This design comes from an exercise in tuning for small area, a short achievable clock period and few clock cycles on the open sky130 flow, not from production work.
Only simulation tests tie the RTL to the original design; equivalence was not proved.

// HLSM34
module HLSM34 (Clk, Rst, Start, Done, a, b, c, d, zero, z);
	input Clk, Rst, Start;
	output reg Done;
	input [63:0] a;
	input [63:0] b;
	input [63:0] c;
	input [63:0] d;
	input [63:0] zero;
	output [63:0] z;
	localparam M  = 8;               
	localparam QW = 64 + 2*M;        
	localparam CW = 3;  
	localparam SW = 4;     
	reg          busy;               
	reg          ph;                 
	reg          first;              
	reg          okr;                
	reg [CW-1:0] cnt;                
	reg [SW-1:0] shr;                
	reg [67:0]   ws, wc;             
	reg [63:0]   B;                  
	reg [QW-1:0] Q;                  
	assign z = Q[63:0];
	reg [63:0] Bn;
	reg [5:0]  s;
	integer l;
	always @(*) begin
		Bn = B;
		for (l = 5; l >= 0; l = l - 1) begin
			s[l] = ~|(Bn >> (64 - (1 << l)));
			if (s[l]) Bn = Bn << (1 << l);
		end
	end
	wire [6:0]    nmin = ({1'b0, s} + 7'd3) >> 1;                 
	wire [CW-1:0] cf   = (nmin + M - 1) / M;               
	wire [7:0]    shf  = 2 * M * cf - 2 - s;
	wire [CW-1:0] cur  = first ? cf - 1'b1 : cnt;
	wire [SW-1:0] shc  = first ? shf[SW-1:0] : shr;
	wire          last = (cur == 0);
	reg lt2;
	integer k;
	always @(*) begin
		lt2 = 1'b0;
		for (k = 1; k <= 64; k = k + 1)
			lt2 = (B[k-1] & wc[k]) | (B[k-1] & lt2) | (wc[k] & lt2);
  ...
For scale: roughly 5,300 cells after synthesis, roughly 280 flip-flops.
Settings: LEC_CHECK=0, CAP_MARGIN=20, CORE_MARGIN=2, CORE_UTILIZATION=40, SETUP_SLACK_MARGIN=5, SLEW_MARGIN=20, SYNTH_HIERARCHICAL=1, SYNTH_MINIMUM_KEEP_SIZE=0; clock period 300.0 ns.
standard.sh (not shown) runs the stock make flow with config.mk's settings and CLKGATE_MAP_FILE= SYNTH_SCRIPT=/design/flow/synth_recipe.tcl, a recipe that flattens the netlist after the stock synthesis.
==> flow/flow/run.sh <==
#!/bin/bash
# Layout flow: the standard flow, except that
#  - synthesis maps the logic with an area-oriented ABC script
#    (flow/abc_area.script) instead of ORFS's delay-oriented one;
#    everything else in synthesis (registers included) is unchanged;
#  - the port buffers are buf_1 cells.
# Each step's full output goes to its own log file in this folder.
set -euo pipefail
rm -rf scripts
mkdir scripts
cp -r "$FLOW_HOME/scripts/." scripts/
cp flow/abc_area.script scripts/abc_speed.script
bash standard.sh SCRIPTS_DIR="$PWD/scripts" synth > synth.log 2>&1
bash standard.sh "BUFFER_PORTS_ARGS=-buffer_cell sky130_fd_sc_hd__buf_1" finish > layout.log 2>&1
==> flow/flow/abc_area.script <==
&get -n
&st
&dch
&nf -a
&put
buffer -c
topo
stime -c
upsize -c
dnsize -c
Testbench counts at the start, summed over its fixed seeds: cycles 35,184.
Rerun with:
==> flow/flow/abc_area.script (replaced) <==
&get -n
&st
&dch
&nf -a
&put
buffer -c
topo
stime -c
upsize -c
dnsize -c
&get -n
&st
&dch
&nf -a
&put
buffer -c
topo
stime -c
upsize -c
dnsize -c
Settings changed: CORE_UTILIZATION 40 to 55.
Result: Routed wire length fell by 3.7%; synthesized area shrinks by 1.1%; worst setup slack is better by 0.11 ns; final area shrinks by 2.3%; non-clock buffer count is higher by 14; cell count shrinks by 5.2%.
Rerun with:
==> flow/flow/run.sh (replaced) <==
#!/bin/bash
# Layout flow: the standard flow, except that
#  - synthesis maps the logic with an area-oriented ABC script
#    (flow/abc_area.script) instead of ORFS's delay-oriented one;
#    everything else in synthesis (registers included) is unchanged;
#  - the port buffers are buf_2 cells.
# Each step's full output goes to its own log file in this folder.
set -euo pipefail
rm -rf scripts
mkdir scripts
cp -r "$FLOW_HOME/scripts/." scripts/
cp flow/abc_area.script scripts/abc_speed.script
bash standard.sh SCRIPTS_DIR="$PWD/scripts" synth > synth.log 2>&1
bash standard.sh "BUFFER_PORTS_ARGS=-buffer_cell sky130_fd_sc_hd__buf_2" finish > layout.log 2>&1
==> flow/flow/abc_area.script (replaced) <==
&get -n
&st
&dch
&nf -a
&put
buffer -c
topo
stime -c
upsize -c
dnsize -c
Settings changed: CORE_UTILIZATION 55 to 40.
Effect: The new run went through all stages and came out clean. Setup slack is worse by 0.040 ns. Maximum frequency is about the same. Utilization came out lower by 16 points.
Rerun with:
==> flow/flow/run.sh (replaced) <==
#!/bin/bash
# Layout flow: the standard flow, except that
#  - synthesis maps the logic with an area-oriented ABC script
#    (flow/abc_area.script) instead of ORFS's delay-oriented one;
#    everything else in synthesis (registers included) is unchanged;
#  - the port buffers are buf_1 cells.
# Each step's full output goes to its own log file in this folder.
set -euo pipefail
rm -rf scripts
mkdir scripts
cp -r "$FLOW_HOME/scripts/." scripts/
cp flow/abc_area.script scripts/abc_speed.script
bash standard.sh SCRIPTS_DIR="$PWD/scripts" synth > synth.log 2>&1
bash standard.sh "BUFFER_PORTS_ARGS=-buffer_cell sky130_fd_sc_hd__buf_1" finish > layout.log 2>&1
Settings changed: CTS_BUF_LIST from default to sky130_fd_sc_hd__clkbuf_8.
After rerunning: The new run completed without violations. Via count grows by about 0.9%. Routed wire length barely changes. Hold slack barely changes. Flip-flop and latch count is unchanged. Final area shrinks by about 0.6%. Core utilization shrinks by 0.28 points. Clock skew grows by 0.021 ns. Global-route usage shrinks by 0.20 points.

HLSM34, a different RTL version from the one above (not shown whole).
Size: about 5,400 cells after synthesis, about 280 flip-flops, about 390 I/O pins, ~0.046 sq mm of cells after synthesis.
==> flow/config.mk <==
export PLATFORM = sky130hd
export DESIGN_NAME = HLSM34
export DESIGN_NICKNAME = HLSM34
export VERILOG_FILES = /design/flow/design.v
export SDC_FILE = /design/flow/constraint.sdc
export NUM_CORES = 8
export LEC_CHECK = 0
export CAP_MARGIN = 20
export CORE_MARGIN = 2
export CORE_UTILIZATION = 55
export SETUP_SLACK_MARGIN = 5
export SLEW_MARGIN = 20
export SYNTH_HIERARCHICAL = 1
export SYNTH_MINIMUM_KEEP_SIZE = 0
==> flow/constraint.sdc <==
create_clock -name core_clock -period 300.0 [get_ports {Clk}]
set_input_delay 60.0000 -clock core_clock [delete_from_list [all_inputs] [get_ports {Clk}]]
set_output_delay 60.0000 -clock core_clock [all_outputs]
set_load 0.01 [all_outputs]
==> flow/flow/run.sh <==
#!/bin/bash
# Layout flow: the standard flow, except that
#  - synthesis maps the logic with an area-oriented ABC script
#    (flow/abc_area.script) instead of ORFS's delay-oriented one;
#    everything else in synthesis (registers included) is unchanged;
#  - the port buffers are buf_1 cells.
# Each step's full output goes to its own log file in this folder.
set -euo pipefail
rm -rf scripts
mkdir scripts
cp -r "$FLOW_HOME/scripts/." scripts/
cp flow/abc_area.script scripts/abc_speed.script
bash standard.sh SCRIPTS_DIR="$PWD/scripts" synth > synth.log 2>&1
bash standard.sh "BUFFER_PORTS_ARGS=-buffer_cell sky130_fd_sc_hd__buf_1" finish > layout.log 2>&1
==> flow/flow/abc_area.script <==
&get -n
&st
&dch
&nf -a
&put
buffer -c
topo
stime -c
upsize -c
dnsize -c
&get -n
&st
&dch
&nf -a
&put
buffer -c
topo
stime -c
upsize -c
dnsize -c
Testbench counts at the start, summed over its fixed seeds: cycles 33,977.
Edit:
==> flow/flow/run.sh (replaced) <==
#!/bin/bash
# Layout flow: the standard flow, except that synthesis
#  - maps the logic with an area-oriented ABC script (flow/abc_area.script)
#    instead of ORFS's delay-oriented one, and
#  - extracts only full adders (extract_fa -fa); half adders are left to ABC;
# everything else in synthesis (registers included) is unchanged; and the
# port buffers are buf_1 cells.  Each step's full output goes to its own log
# file in this folder.
set -euo pipefail
rm -rf scripts
mkdir scripts
cp -r "$FLOW_HOME/scripts/." scripts/
cp flow/abc_area.script scripts/abc_speed.script
sed -i 's/extract_fa {\*}\[dont_use_extract_fa_args\]/extract_fa -fa/' scripts/synth.tcl
grep -q '^ *extract_fa -fa$' scripts/synth.tcl
bash standard.sh SCRIPTS_DIR="$PWD/scripts" synth > synth.log 2>&1
bash standard.sh "BUFFER_PORTS_ARGS=-buffer_cell sky130_fd_sc_hd__buf_1" finish > layout.log 2>&1
What happened: Area after synthesis fell by 5.7%; final cell count fell by 2.0%; core utilization rose by 0.44 points; hold slack improves by 0.025 ns; global-route usage rose by 2.2 points; non-clock buffer count rose by 12; first-iteration DRC count rose by 35%; design area fell by 5.0%; clock skew hardly moves.

## run 1
Another version of the RTL of HLSM34 (not shown whole).
Size: about 390 I/O pins.
Design HLSM34, start of the top module:
module HLSM34 (Clk, Rst, Start, Done, a, b, c, d, zero, z);
export LEC_CHECK = 0
export CAP_MARGIN = 10
export CORE_MARGIN = 2
export CORE_UTILIZATION = 60
export CTS_CLUSTER_DIAMETER = 100
export CTS_CLUSTER_SIZE = 24
export PLACE_DENSITY = 0.75
export SETUP_SLACK_MARGIN = 5
export SLEW_MARGIN = 10
export SYNTH_HIERARCHICAL = 1
export SYNTH_MINIMUM_KEEP_SIZE = 0
create_clock -name core_clock -period 300.0 [get_ports {Clk}]
==> flow/flow/run.sh <==
#!/bin/bash
# Layout flow: the standard flow, except that synthesis
#  - maps the logic with an area-oriented ABC script (flow/abc_area.script)
#    instead of ORFS's delay-oriented one, and
#  - extracts only full adders (extract_fa -fa); half adders are left to ABC;
# everything else in synthesis (registers included) is unchanged.  In the
# layout the port buffers are buf_1 cells, and repair_timing works on every
# path with less than 238.7 ns of setup slack at the design's 300 ns clock
# (the paths from the inputs and to the outputs, which set the achieved
# period), not only on failing ones.  Each step's full output goes to its own
# log file in this folder.
set -euo pipefail
rm -rf scripts
mkdir scripts
cp -r "$FLOW_HOME/scripts/." scripts/
cp flow/abc_area.script scripts/abc_speed.script
sed -i 's/extract_fa {\*}\[dont_use_extract_fa_args\]/extract_fa -fa/' scripts/synth.tcl
grep -q '^ *extract_fa -fa$' scripts/synth.tcl
bash standard.sh SCRIPTS_DIR="$PWD/scripts" synth > synth.log 2>&1
bash standard.sh "BUFFER_PORTS_ARGS=-buffer_cell sky130_fd_sc_hd__buf_1" SETUP_SLACK_MARGIN=238.7 finish > layout.log 2>&1
==> flow/flow/abc_area.script <==
&get -n
&st
&dch
&nf -a
&put
topo
dnsize -c
&get -n
&st
&dch
&nf -a
&put
topo
dnsize -c
Testbench counts of run 1, summed over its fixed seeds: cycles 33,977.
--- input diff run 1..run 2 ---
- setting GPL_ROUTABILITY_DRIVEN to 0 for the first time
[summary]
Run 2 reached the final stage; the timing, DRC and antenna checks on its layout passed. Per the comparison of run 2 with run 1, routed wire length lower; maximum frequency roughly the same; number of vias per cell went up; clock tree cell share of total cell area ~0 delta; cell area after layout comparable. Final core utilization delta (run 2 -> run 1): insignificant. Met1 usage delta for run 2 relative to run 1: 1.4 points lower. [compare] base=run 1 new=run 2: placement-stage cell area did not really move; buffer count from post-CTS setup fixing down 2; clock latency of the later-clocked register in the worst-skew pair comparable.
--- input diff run 2..run 3 ---
- GPL_TIMING_DRIVEN: unset -> 0
- GPL_ROUTABILITY_DRIVEN: 0 -> unset
Results
Between run 2 and run 3, the worst-case clock buffer depth figures differ only marginally. Looking at standard cell with the maximum stage delay on the critical path, the sky130_fd_sc_hd__nor4_1 result is from run 2; the sky130_fd_sc_hd__nor4_2 one comes from run 3. In the reports for run 2 and run 3, the larger placed wire-length estimate belongs to run 3. The sequential share of layout area number comes out lower for run 3 vs run 2. The core of run 3 is more densely filled than that of run 2. The maximum frequency on run 2 is in line with that on run 3. The setup slack of run 3 is smaller than that of run 2.
## Diff of input files: run 4 against run 3
- GPL_TIMING_DRIVEN no longer set, was 0
--- a/flow/flow/run.sh
+++ b/flow/flow/run.sh
@@ -6,5 +6,5 @@
 # everything else in synthesis (registers included) is unchanged.  In the
 # layout the port buffers are buf_1 cells, and repair_timing works on every
-# path with less than 238.7 ns of setup slack at the design's 300 ns clock
+# path with less than 239.2 ns of setup slack at the design's 300 ns clock
 # (the paths from the inputs and to the outputs, which set the achieved
 # period), not only on failing ones.  Each step's full output goes to its own
@@ -18,3 +18,3 @@
 grep -q '^ *extract_fa -fa$' scripts/synth.tcl
 bash standard.sh SCRIPTS_DIR="$PWD/scripts" synth > synth.log 2>&1
-bash standard.sh "BUFFER_PORTS_ARGS=-buffer_cell sky130_fd_sc_hd__buf_1" SETUP_SLACK_MARGIN=238.7 finish > layout.log 2>&1
+bash standard.sh "BUFFER_PORTS_ARGS=-buffer_cell sky130_fd_sc_hd__buf_1" SETUP_SLACK_MARGIN=239.2 finish > layout.log 2>&1
==> flow/flow/abc_area.script <==
&get -n
&st
&dch
&nf -a
&put
buffer -c
topo
stime -c
upsize -c
dnsize -c
&get -n
&st
&dch
&nf -a
&put
buffer -c
topo
stime -c
upsize -c
dnsize -c
&get -n
&st
&dch
&nf -a
&put
buffer -c
topo
stime -c
upsize -c
dnsize -c
### Flow results
The final layout from run 4, which completed every stage, passed the timing, DRC and antenna checks at the end of the flow. The cell with the largest stage delay on the worst path comes out sky130_fd_sc_hd__dfxtp_4 in one run and sky130_fd_sc_hd__nor4_2 in the other, namely in run 4 and run 3 respectively. Non-clock buffer instance count of the final layout went up by more than 10% going from run 3 to run 4. Total global-route track usage: run 4 vs run 3 up 0.76 points. Comparing run 4 and run 3, the higher layout-stage area growth over the synthesis result is on run 3. Cmp run 4 and run 3 / maximum cell stage delay along the critical path / lower: run 4.
The following lists how run 5 was set up differently from run 4:
- swapping 0.75 for 0.8 in PLACE_DENSITY
- swapping 60 for 70 in CORE_UTILIZATION
--- a/flow/flow/run.sh
+++ b/flow/flow/run.sh
@@ -6,5 +6,5 @@
 # everything else in synthesis (registers included) is unchanged.  In the
 # layout the port buffers are buf_1 cells, and repair_timing works on every
-# path with less than 239.2 ns of setup slack at the design's 300 ns clock
+# path with less than 238.7 ns of setup slack at the design's 300 ns clock
 # (the paths from the inputs and to the outputs, which set the achieved
 # period), not only on failing ones.  Each step's full output goes to its own
@@ -18,3 +18,3 @@
 grep -q '^ *extract_fa -fa$' scripts/synth.tcl
 bash standard.sh SCRIPTS_DIR="$PWD/scripts" synth > synth.log 2>&1
-bash standard.sh "BUFFER_PORTS_ARGS=-buffer_cell sky130_fd_sc_hd__buf_1" SETUP_SLACK_MARGIN=239.2 finish > layout.log 2>&1
+bash standard.sh "BUFFER_PORTS_ARGS=-buffer_cell sky130_fd_sc_hd__buf_1" SETUP_SLACK_MARGIN=238.7 finish > layout.log 2>&1
==> flow/flow/abc_area.script <==
&get -n
&st
&dch
&nf -a
&put
topo
dnsize -c
&get -n
&st
&dch
&nf -a
&put
topo
dnsize -c
Findings:
- Signed area change from the synthesized netlist to the final layout ended up 3.1 points lower on run 5 than on run 4.
- | post-synth design cell area | run 5 vs run 4 | about 4.3% lower |
- Higher xor and xnor fraction of the mapped netlist area among run 5 and run 4: run 5
- Run 5 was carried through to the last stage, and its layout satisfied the timing, DRC and antenna checks.
[inputs] run 6 vs run 5
- a change of CORE_UTILIZATION from 70 to 60
- a change of CAP_MARGIN from 10 to 3
- a change of SLEW_MARGIN from 10 to 3
- a change of PLACE_DENSITY from 0.8 to 0.75
Results
Run 6 vs run 5: floorplan row count up by a little under 10%. Against run 5, final critical-path setup slack in run 6 came out better. On cell area after layout, run 5 tracks run 6 almost exactly. Any difference in data required time at the worst endpoint between run 6 and run 5 is small enough to ignore. Run 6 against run 5: core utilization lower; TritonCTS buffer count lower; wire length of the first global-routing pass lower. Between run 6 and run 5, the number of search-and-repair iterations in the first detailed-routing pass is higher for run 5.

HLSM34, a different RTL version from the one above (not shown whole).
Size in the first run: about 5,300 cells after synthesis, ~43,000 sq um of cells after synthesis.
Settings: LEC_CHECK=0, CAP_MARGIN=20, CORE_MARGIN=2, CORE_UTILIZATION=60, CTS_CLUSTER_DIAMETER=100, CTS_CLUSTER_SIZE=24, SETUP_SLACK_MARGIN=5, SLEW_MARGIN=20, SYNTH_HIERARCHICAL=1, SYNTH_MINIMUM_KEEP_SIZE=0; clock period 300.0 ns.
==> flow/flow/run.sh <==
#!/bin/bash
# Layout flow: the standard flow, except that synthesis
#  - maps the logic with an area-oriented ABC script (flow/abc_area.script)
#    instead of ORFS's delay-oriented one, and
#  - extracts only full adders (extract_fa -fa); half adders are left to ABC;
# everything else in synthesis (registers included) is unchanged; and the
# port buffers are buf_1 cells.  Each step's full output goes to its own log
# file in this folder.
set -euo pipefail
rm -rf scripts
mkdir scripts
cp -r "$FLOW_HOME/scripts/." scripts/
cp flow/abc_area.script scripts/abc_speed.script
sed -i 's/extract_fa {\*}\[dont_use_extract_fa_args\]/extract_fa -fa/' scripts/synth.tcl
grep -q '^ *extract_fa -fa$' scripts/synth.tcl
bash standard.sh SCRIPTS_DIR="$PWD/scripts" synth > synth.log 2>&1
bash standard.sh "BUFFER_PORTS_ARGS=-buffer_cell sky130_fd_sc_hd__buf_1" finish > layout.log 2>&1
==> flow/flow/abc_area.script <==
&get -n
&st
&dch
&nf -a
&put
buffer -c
topo
stime -c
upsize -c
dnsize -c
&get -n
&st
&dch
&nf -a
&put
buffer -c
topo
stime -c
upsize -c
dnsize -c
The baseline went through all stages and came out clean.
Testbench counts at the start, summed over its fixed seeds: cycles 33,977.
Next try:
Settings changed: CAP_MARGIN 20 to 5, CORE_UTILIZATION 60 to 55, CTS_CLUSTER_DIAMETER 100 to unset, CTS_CLUSTER_SIZE 24 to unset, SLEW_MARGIN 20 to 5.
The new run passed the timing, DRC and antenna checks. Fmax is lower by 0.34%. Die area is higher by 9.0%. Via count is lower by 0.71%. Global-route usage is lower by 2.1 points. Register-to-register slack is worse by 1.6 ns. Routed wire length is higher by 3.8%. Utilization is lower by 4.7 points.

[static timing again, ports no longer ideal]
In the flow no input, the clock included, has a driving cell. The finished layouts below were timed again as built, in two steps. Step 1 sets driving cells, clkbuf_16 on the clock port and buf_2 on the other inputs (assumed; they add their load-dependent delay and slew). Step 2, shift: input delay + t, output delay - t, t = (earliest + latest rising clock arrival at the registers) / 2. This alone moves slack from input paths to output paths. Slacks: no drivers / after step 1 / after step 2; pairs: no drivers / after step 1.
run	t (ns)	slack for setup (ns)	worst setup path at the end
the first run of note 1	0.715	238.563 / 238.588 / 237.873	input to register
the second run of note 1	0.660	238.669 / 238.686 / 238.064	input to register
the third run of note 1	0.715	238.629 / 238.654 / 237.939	input to register
the fourth run of note 1	0.873	238.547 / 238.479 / 237.856	input to register
the first run of note 2	0.653	238.579 / 238.624 / 237.971	input to register
the second run of note 2	0.673	238.515 / 238.570 / 237.898	input to register
run 1	0.632	238.723 / 238.768 / 238.140	input to register
run 2	0.627	238.693 / 238.735 / 238.108	input to register
run 3	0.637	238.558 / 238.601 / 237.964	input to register
run 4	0.665	238.891 / 238.822 / 238.193	input to register
run 5	0.649	238.717 / 238.726 / 238.077	input to register
run 6	0.632	238.739 / 238.771 / 238.155	input to register
the first run of note 4	0.681	238.749 / 238.705 / 238.070	input to register
the second run of note 4	0.649	238.541 / 238.594 / 237.944	input to register
After both steps every run listed still meets setup and hold. For run 4, which loses most, drivers alone change the setup slack by -0.069 ns; drivers and shift together by -0.698 ns.
